Source: an optimization exercise on an open RTL-to-GDS flow (aim: small area, a short achievable clock period and few clock cycles per item). Production flows keep margins and buffers that such runs may drop. The RTL was checked by simulation tests, not by an equivalence proof against the original design.

## net_4_8_12_16_16_1_10
module net_4_8_12_16_16_1_10(clk, reset, input_valid, input_ready, input_data, output_valid, output_ready, output_data);
    input                    clk, reset, input_valid, output_ready;
    input  signed [15:0]     input_data;
    output                   output_valid, input_ready;
    output signed [15:0]     output_data;
    logic [3:0]  ph;           
    logic [3:0]  fvs;          
    logic [2:0]  wcnt;         
    logic        in_v;         
    logic signed [15:0] in_r;
    logic        v0, v1;       
    logic [14:0] o0, o1;       
    wire         en = ~v1;
    wire         wr = in_v && (wcnt < 3'd4) && (!fvs[0] || ph >= {1'b0, wcnt} + 4'd5);
    wire         launch = en && (ph == 4'd15);
    assign input_ready = ~in_v;
    logic        rst_q;
    always_ff @(posedge clk) begin
        rst_q <= reset;
        if (rst_q) ph <= 4'd7;
        else if (en) ph <= ph + 4'd1;
    end
    always_ff @(posedge clk) begin
        if (reset) begin
            fvs <= 4'd0;
            wcnt <= 3'd0;
            in_v <= 1'b0;
        end else begin
            if (launch) fvs <= {fvs[2:0], wcnt == 3'd4};
            if (launch && wcnt == 3'd4) wcnt <= 3'd0;
            else if (wr) wcnt <= wcnt + 3'd1;
            if (in_v) in_v <= ~wr;
            else in_v <= input_valid;
        end
    end
    always_ff @(posedge clk)
        if (!in_v) in_r <= input_data;
    logic signed [15:0] x1_0;
    logic signed [15:0] x1_1;
    logic signed [15:0] x1_2;
    logic signed [15:0] x1_3;
    logic signed [15:0] xb_0;
    logic [14:0] h1_0;      
    logic signed [15:0] xb_1;
    logic [14:0] h1_1;      
    logic signed [15:0] xb_2;
    logic [14:0] h1_2;      
    logic signed [15:0] xb_3;
    logic [14:0] h1_3;      
    logic signed [15:0] xb_4;
    logic [14:0] h1_4;      
  ...
clock: 8.0 ns
lec_check: 0
cap_margin: 20
core_margin: 2
core_utilization: 40
setup_slack_margin: 4.8
slew_margin: 20
run.sh (not shown) runs the stock make flow with config.mk's settings and CLKGATE_MAP_FILE= SYNTH_SCRIPT=/design/flow/synth_recipe.tcl, a recipe that flattens the netlist after the stock synthesis.
Testbench counts at the start, summed over its fixed seeds: cycles 15,792, items 960.
==> next run, changes <==
--- a/flow/config.mk
+++ b/flow/config.mk
@@ -9,4 +9,5 @@
 export CORE_MARGIN = 2
-export CORE_UTILIZATION = 40
-export SETUP_SLACK_MARGIN = 4.8
+export CORE_UTILIZATION = 65
+export PLACE_DENSITY = 0.75
+export SETUP_SLACK_MARGIN = 4.5
 export SLEW_MARGIN = 20
Result: Final area is lower by about 5.6%; count of clock-buffer cells in the layout is lower by 11; die area drops by 38%; clock skew went down by 0.0054 ns; critical path depth is unchanged; routed wire length shrinks by 6.5%.
==> next run, changes <==
--- a/flow/config.mk
+++ b/flow/config.mk
@@ -9,4 +9,5 @@
 export CORE_MARGIN = 2
-export CORE_UTILIZATION = 65
-export PLACE_DENSITY = 0.75
+export CORE_UTILIZATION = 40
+export CTS_CLUSTER_DIAMETER = 100
+export CTS_CLUSTER_SIZE = 22
 export SETUP_SLACK_MARGIN = 4.5
Routed wire length rises by about 3%. Flip-flop and latch count does not change. Cell area falls by about 1.4%. Global-route usage falls by 12 points. Synthesized area is unchanged. Worst setup slack gains 0.038 ns.
==> next run, changes <==
--- a/flow/config.mk
+++ b/flow/config.mk
@@ -10,4 +10,2 @@
 export CORE_UTILIZATION = 40
-export CTS_CLUSTER_DIAMETER = 100
-export CTS_CLUSTER_SIZE = 22
 export SETUP_SLACK_MARGIN = 4.5
Effect: Synthesized cell count stays the same; clock skew decreases by 0.011 ns; routed wire length increases slightly.

Another version of the RTL of net_4_8_12_16_16_1_10 (not shown whole).
Size: roughly 9000 cells after synthesis, roughly 1300 flip-flops, ~38 I/O pins.
==> flow/design.v (excerpt) <==
module net_4_8_12_16_16_1_10(clk, reset, input_valid, input_ready, input_data, output_valid, output_ready, output_data);
    input                    clk, reset, input_valid, output_ready;
    input  signed [15:0]     input_data;
    output                   output_valid, input_ready;
    output signed [15:0]     output_data;
    logic [3:0]  ph;           
    logic [2:0]  fvs;          
    logic [2:0]  wcnt;         
    logic        in_v;         
    logic signed [15:0] in_r;
    logic        v0, v1;       
    logic [14:0] o0, o1;       
    wire         en = ~v1;
    wire         wr = in_v && (wcnt < 3'd4) && (!fvs[0] || ph >= {1'b0, wcnt} + 4'd8);
    wire         launch = en && (ph == 4'd15);
    assign input_ready = ~in_v;
    always_ff @(posedge clk) begin
        if (reset) begin
            ph <= 4'd6;
            fvs <= 3'd0;
            wcnt <= 3'd0;
            in_v <= 1'b0;
        end else begin
            if (en) ph <= ph + 4'd1;
            if (launch) fvs <= {fvs[1:0], wcnt == 3'd4};
            if (launch && wcnt == 3'd4) wcnt <= 3'd0;
            else if (wr) wcnt <= wcnt + 3'd1;
            if (in_v) in_v <= ~wr;
            else in_v <= input_valid;
        end
    end
    always_ff @(posedge clk)
        if (!in_v) in_r <= input_data;
    logic signed [15:0] x1_0;
    logic [5:0] c1_0;
    logic signed [15:0] f1_0, g1_0;
    logic signed [15:0] x1_1;
    logic [5:0] c1_1;
    logic signed [15:0] f1_1, g1_1;
    logic signed [15:0] x1_2;
    logic [5:0] c1_2;
    logic signed [15:0] f1_2, g1_2;
    logic signed [15:0] x1_3;
    logic [5:0] c1_3;
    logic signed [15:0] f1_3, g1_3;
    logic [14:0] x2_0;
    logic [5:0] c2_0;
    logic signed [15:0] f2_0, g2_0;
    logic [14:0] x2_1;
    logic [5:0] c2_1;
    logic signed [15:0] f2_1, g2_1;
    logic [14:0] x2_2;
    logic [5:0] c2_2;
    logic signed [15:0] f2_2, g2_2;
    logic [14:0] x2_3;
    logic [5:0] c2_3;
    logic signed [15:0] f2_3, g2_3;
    logic [14:0] x2_4;
    logic [5:0] c2_4;
    logic signed [15:0] f2_4, g2_4;
    logic [14:0] x2_5;
    logic [5:0] c2_5;
    logic signed [15:0] f2_5, g2_5;
    logic [14:0] x2_6;
    logic [5:0] c2_6;
    logic signed [15:0] f2_6, g2_6;
  ...
clock: 8.0 ns
lec_check: 0
cap_margin: 20
core_margin: 2
core_utilization: 40
setup_slack_margin: 5
slew_margin: 20
Testbench counts at the start, summed over its fixed seeds: cycles 15,664, items 960.
Change:
- SETUP_SLACK_MARGIN: 5 -> 4.5
What happened: The changed run finished with timing, DRC and antenna clean. Area after synthesis is unchanged. Die area is unchanged. Register-to-register slack loses 0.11 ns. Fmax goes down by 4.1%.

Starting RTL as in the previous note.
Settings: LEC_CHECK=0, CAP_MARGIN=20, CORE_MARGIN=2, CORE_UTILIZATION=65, PLACE_DENSITY=0.75, SETUP_SLACK_MARGIN=4.5, SLEW_MARGIN=20; clock period 8.0 ns.
The starting point produced a clean layout.
Testbench counts at the start, summed over its fixed seeds: cycles 15,664, items 960.
Rerun with:
Settings changed: CORE_UTILIZATION 65 to 40, PLACE_DENSITY 0.75 to not set, SETUP_SLACK_MARGIN 4.5 to 4.0.
Outcome: Flip-flop and latch count does not change; routed wire length drops by 1.9%.

== main ==
net_4_8_12_16_16_1_10, a different RTL version from the one above (not shown whole).
For scale: about 8300 cells after synthesis, ~1400 flip-flops, ~38 I/O pins.
clock: 8.0 ns
lec_check: 0
cap_margin: 20
core_margin: 2
core_utilization: 40
cts_cluster_diameter: 100
cts_cluster_size: 22
setup_slack_margin: 4.5
slew_margin: 20
Testbench counts of main, summed over its fixed seeds: cycles 15,792, items 960.
Inputs modified between main and the feature branch:
- removing CTS_CLUSTER_DIAMETER (formerly 100)
- removing CTS_CLUSTER_SIZE (formerly 22)
## What came out
- Looking at signed area change from the synthesized netlist to the final layout, the feature branch sits 3.1 points higher than main does.
- The feature branch vs. main: post-CTS setup buffer count -1; setup slack after layout +0.066 ns.
- Looking at largest driver fanout on the critical path across the feature branch and main, the one that comes out higher is the feature branch.
- Summary of the feature branch over main: instance count on the critical path rose 3, wire length after detailed routing went up, non-clock buffer count +6.
- Going from main to the feature branch, the global-route wire length before repair was found to have gone up by 0.69%.

==> re-timing with driven ports <==
Ports are ideal in the flow. The routed layouts listed here were re-timed in OpenROAD.
Step 1 (the two cells are an assumption about what drives the block):
set clk [get_ports {clk}]
set_driving_cell -lib_cell sky130_fd_sc_hd__clkbuf_16 $clk
set_driving_cell -lib_cell sky130_fd_sc_hd__buf_2 [delete_from_list [all_inputs] $clk]
Step 2 also shifts input and output timing later by t, the mid clock arrival at the registers, as if the neighbouring blocks saw the same clock.
Slacks: ideal ports / drivers / drivers and shift; pairs: ideal ports / drivers.
run | shift t [ns] | setup slack, ns | worst hold slack (ns)
the first run of note 1 | 0.896 | 4.484 / 4.484 / 4.475 | 0.474 / 0.474 / 0.474
the second run of note 1 | 0.879 | 4.437 / 4.437 / 4.437 | 0.456 / 0.456 / 0.456
the third run of note 1 | 0.821 | 4.476 / 4.476 / 4.431 | 0.467 / 0.467 / 0.467
the fourth run of note 1 | 0.893 | 4.476 / 4.476 / 4.476 | 0.474 / 0.474 / 0.474
the first run of note 2 | 0.913 | 4.575 / 4.575 / 4.058 | 0.482 / 0.482 / 0.482
the second run of note 2 | 0.909 | 4.429 / 4.464 / 3.597 | 0.476 / 0.476 / 0.476
the first run of note 3 | 0.881 | 4.429 / 4.429 / 3.639 | 0.495 / 0.495 / 0.495
the second run of note 3 | 0.903 | 4.107 / 4.107 / 3.355 | 0.467 / 0.467 / 0.467
main | 0.821 | 4.454 / 4.454 / 4.404 | 0.459 / 0.459 / 0.459
the feature branch | 0.887 | 4.519 / 4.473 / 4.391 | 0.453 / 0.453 / 0.453
After both steps every run listed still meets setup and hold. The setup slack of the second run of note 2, which loses most, moves by +0.035 ns with the drivers and by -0.832 ns with both steps.
